Background: an optimization exercise with open tools, aiming at small area and a short achievable clock period. Do not read the settings as production practice.
RTL that was checked went through simulation tests only; none was proved equivalent to the original.
Power figures rest on the tool's default switching activity, not on a simulated workload.

## alu16bit
module alu16bit (
  input clk,
  input reset,
  input [2:0] operation,
  input [15:0] operand_A,
  input [15:0] operand_B,
  output reg [31:0] result,
  output reg carry_flag,
  output reg zero_flag
);
Size: roughly 740 cells after synthesis, about 34 flip-flops.
Settings: LEC_CHECK=0, ABC_AREA=0, CAP_MARGIN=20, CORE_MARGIN=2, CORE_UTILIZATION=40, GPL_TIMING_DRIVEN=0, SETUP_SLACK_MARGIN=0.6, SLEW_MARGIN=20, SYNTH_HIERARCHICAL=1; clock period 7.2 ns.
standard.sh (not shown) runs the stock make flow with config.mk's settings and CLKGATE_MAP_FILE= SYNTH_SCRIPT=/design/flow/synth_recipe.tcl, a recipe that flattens the netlist after the stock synthesis.
==> flow/flow/run.sh <==
#!/bin/bash
# The standard layout, with the port buffers made of plain buffers (sky130
# buf_1, which the resizer may upsize) instead of the delay-cell buffers that
# buffer_ports picks by default.
set -euo pipefail
export BUFFER_PORTS_ARGS="-buffer_cell sky130_fd_sc_hd__buf_1"
bash standard.sh > standard.log 2>&1
==> next run, changes <==
- CORE_UTILIZATION: 40 -> 55
- SETUP_SLACK_MARGIN: 0.6 -> 0.5
Die area went down by about 27%.
Count of clock-buffer cells in the layout is higher by 1.
Global-route usage goes up by 8.2 points.
Design area drops by about 1.2%.
Final cell count shrinks by about 7%.
Sequential power hardly moves.
Wire length is lower by about 0.7%.
Worst hold slack improved by 0.0087 ns.
==> next run, changes <==
- CORE_UTILIZATION: 55 -> 40
- TNS_END_PERCENT: unset -> 0
What happened:
- global-route usage went down by 8.7 points
- sequential share of layout area stays flat
- count of clock-buffer cells in the layout falls by 1
- core utilization shrinks by 18 points
- wire length falls by 1.3%
- worst hold slack improved by 0.0041 ns
- area after synthesis is unchanged
- design area is lower by 0.65%
==> next run, changes <==
- GPL_TIMING_DRIVEN: 0 -> 1
- TNS_END_PERCENT: 0 -> unset
Outcome: Setup slack gets worse by 0.011 ns. Synthesized cell count stays the same. Global-route usage is higher by 1.1 points. Die area stays the same. Maximum frequency stays flat. Sequential power hardly moves. Cell count is higher by 3.8%. Non-clock buffer count is higher by 41. Cell area is higher by 1.7%. Power is higher by 5.4%. Area after synthesis is unchanged.
==> next run, changes <==
- GPL_TIMING_DRIVEN: 1 -> 0
- SETUP_SLACK_MARGIN: 0.5 -> 0.8
Result: Final area came out higher by 9.4%. Die area is unchanged. Hold slack gets worse by 0.12 ns. Power came out higher by 2.8%. First-iteration DRC count came out lower by 2.8%. Sequential share of layout area came out lower by 0.66 points. Routed wire length came out higher by 3.5%. Setup slack gets better by 0.14 ns. Final cell count came out higher by 0.35%.

---

Another version of the RTL of alu16bit (not shown whole).
For scale: roughly 840 cells after synthesis, ~34 flip-flops, ~71 I/O pins, about 8300 µm² of cells after synthesis.
==> flow/design.v (excerpt) <==
module alu16bit (
  input clk,
  input reset,
  input [2:0] operation,
  input [15:0] operand_A,
  input [15:0] operand_B,
  output reg [31:0] result,
  output reg carry_flag,
  output reg zero_flag
);
clock: 7.2 ns
lec_check: 0
abc_area: 0
cap_margin: 20
core_margin: 2
core_utilization: 40
gpl_timing_driven: 0
setup_slack_margin: 0.6
slew_margin: 20
synth_hierarchical: 1
Scripts as last shown in full above: flow/flow/run.sh
The first run finished clean.
==> next run, changes <==
Settings changed: SETUP_SLACK_MARGIN 0.6 to unset.
Result: The changed run produced a clean layout. Synthesized area does not change. Non-clock buffer count came out lower by 4. Routed wire length came out lower by 0.71%. Utilization came out lower by 1.7 points. Worst setup slack degrades by 0.47 ns. Sequential cell count stays the same. Global-route usage barely changes. Final area came out lower by 3.7%. First-iteration DRC count came out lower by 5.8%.
No run of this note included a check of the RTL's function; only the layout flow was run.

---

03-13:
Another version of the RTL of alu16bit (not shown whole).
Size: roughly 34 flip-flops, ~8100 um2 of cells after synthesis.
clock: 7.2 ns
lec_check: 0
abc_area: 0
cap_margin: 20
core_margin: 2
core_utilization: 40
gpl_timing_driven: 0
setup_slack_margin: 0.5
slew_margin: 20
synth_hierarchical: 1
Scripts as last shown in full above: flow/flow/run.sh
Changes in 10-08 relative to 03-13:
- SETUP_SLACK_MARGIN no longer set, was 0.5
--- outcome ---
- 10-08 completed; timing, DRC and antenna clean
- Taking 03-13 as the reference, in 10-08 design area lower; cell count now sits lower; met2 capacity usage during global routing roughly the same; number of instances resized during post-cts repair went down 14.
- 10-08 packs its core looser than 03-13.
- On length of routed met2 wiring, 03-13 tracks 10-08 almost exactly.
No functional check of the RTL was part of any run of this note.

---

== v6 ==
Another version of the RTL of alu16bit (not shown whole).
Size: ~750 cells after synthesis, ~34 flip-flops, about 0.0077 mm2 of cells after synthesis.
clock: 7.2 ns
lec_check: 0
abc_area: 0
cap_margin: 20
core_margin: 2
core_utilization: 40
gpl_timing_driven: 0
setup_slack_margin: 0.5
slew_margin: 20
synth_hierarchical: 1
Scripts as last shown in full above: flow/flow/run.sh
Input changes introduced in v7 (baseline for comparison: v6):
Settings: removing SETUP_SLACK_MARGIN (formerly 0.5).
Results
- Est. power | v7 vs v6 | v7 lower
- Changes observed in v7 relative to v6: global-route wire length before repair decreased by 2.5% relative to the old numbers; total length of routed wires decreased by 4.3% relative to the old numbers.
- v7 vs v6, critical path capture point: result[31]$_DFF_P_ vs result[28]$_DFF_P_
Function was not checked in any run of this note: the RTL went through the layout flow alone.

---

alu16bit with an RTL version that a note above also has.
For scale: about 34 flip-flops, ~71 I/O pins, roughly 0.0077 sq mm of cells after synthesis.
==> flow/config.mk <==
export PLATFORM = sky130hd
export DESIGN_NAME = alu16bit
export DESIGN_NICKNAME = alu16bit
export VERILOG_FILES = /design/flow/design.v
export SDC_FILE = /design/flow/constraint.sdc
export NUM_CORES = 4
export LEC_CHECK = 0
export ABC_AREA = 0
export CAP_MARGIN = 20
export CORE_MARGIN = 2
export CORE_UTILIZATION = 40
export GPL_TIMING_DRIVEN = 0
export SETUP_SLACK_MARGIN = 0.2
export SLEW_MARGIN = 20
export SYNTH_HIERARCHICAL = 1
==> flow/constraint.sdc <==
create_clock -name core_clock -period 7.2 [get_ports {clk}]
set_input_delay 1.4400 -clock core_clock [delete_from_list [all_inputs] [get_ports {clk}]]
set_output_delay 1.4400 -clock core_clock [all_outputs]
set_load 0.01 [all_outputs]
Scripts as last shown in full above: flow/flow/run.sh
Rerun with:
SETUP_SLACK_MARGIN = 0.4   (was 0.2)
Effect:
- setup slack gets better by 150 ps
- synthesized cell count stays the same
- core utilization rose by 0.80 points
- final cell count is about the same
- non-clock buffer count rose by 3
- cell area rose by 1.8%
- via count rose by 0.35%
- worst hold slack gets worse by 4.7 ps
Rerun with:
SETUP_SLACK_MARGIN = 0.5   (was 0.4)
The changed run completed with no timing, DRC or antenna violations. Critical path depth does not change. Final area climbs by 0.89%. Fmax increases by 1.7%. Final cell count is about the same. Via count goes up by 1.1%. Non-clock buffer count climbs by 2. Clock-buffer cell count stays the same.
Rerun with:
TNS_END_PERCENT = 50   (was default)
Outcome: The new run completed without violations; routed wire length stays flat; worst setup slack stays flat; maximum frequency hardly moves.
Rerun with:
SETUP_SLACK_MARGIN = 0.3   (was 0.5)
TNS_END_PERCENT = default   (was 50)
The changed run ran to the end with no violations.
Total power falls by 1.1%.
Routed wire length decreases by 0.56%.
Worst hold slack gains 12 ps.
Global-route usage is about the same.
Synthesized area does not change.
Rerun with:
SETUP_SLACK_MARGIN = default   (was 0.3)
The new run produced a clean layout.
Non-clock buffer count went down by 3.
Via count falls slightly.
Wire length drops slightly.
Critical path depth increases by 2.

port drivers added, routing unchanged:
How much do the figures lean on ideal ports? The routed layouts below were timed once more, with nothing changed but the port constraints.
Step 1, drivers: a clkbuf_16 drives clk and a buf_2 each remaining input, both assumed.
Step 2 times the ports against the registers' clock, not the clock port: input delays grow and output delays shrink by t, the midpoint of the rising clock arrivals with the driver on.
a / b / c = ideal / step 1 / step 2; a / b = the first two.
| run | t, ns | slack for setup (ns) | worst data-port slew with drivers (ns) |
|---|---|---|---|
| the first run of note 1 | 0.336 | 0.758 / 0.771 / 0.435 | 0.04 |
| the second run of note 1 | 0.328 | 0.670 / 0.682 / 0.355 | 0.04 |
| the third run of note 1 | 0.340 | 0.709 / 0.731 / 0.391 | 0.04 |
| the fourth run of note 1 | 0.340 | 0.698 / 0.721 / 0.381 | 0.04 |
| the fifth run of note 1 | 0.335 | 0.834 / 0.834 / 0.499 | 0.05 |
| the first run of note 2 | 0.311 | 0.712 / 0.725 / 0.414 | 0.05 |
| the second run of note 2 | 0.313 | 0.246 / 0.260 / -0.053 | 0.05 |
| 03-13 | 0.341 | 0.683 / 0.708 / 0.367 | 0.04 |
| 10-08 | 0.339 | 0.276 / 0.295 / -0.044 | 0.04 |
| v6 | 0.332 | 0.680 / 0.700 / 0.368 | 0.05 |
| v7 | 0.337 | 0.338 / 0.360 / 0.023 | 0.04 |
| the first run of note 5 | 0.336 | 0.447 / 0.465 / 0.129 | 0.04 |
| the second run of note 5 | 0.335 | 0.600 / 0.622 / 0.288 | 0.04 |
| the third run of note 5 | 0.340 | 0.709 / 0.731 / 0.391 | 0.04 |
| the fourth run of note 5 | 0.340 | 0.709 / 0.731 / 0.391 | 0.04 |
| the fifth run of note 5 | 0.335 | 0.483 / 0.505 / 0.170 | 0.04 |
| the sixth run of note 5 | 0.335 | 0.360 / 0.378 / 0.043 | 0.04 |
With both steps, setup timing fails in the second run of note 2 and 10-08, where it was met with ideal ports. The setup slack of the fifth run of note 1, which loses most, moves by 0.000 ns with the drivers and by -0.335 ns with both steps.
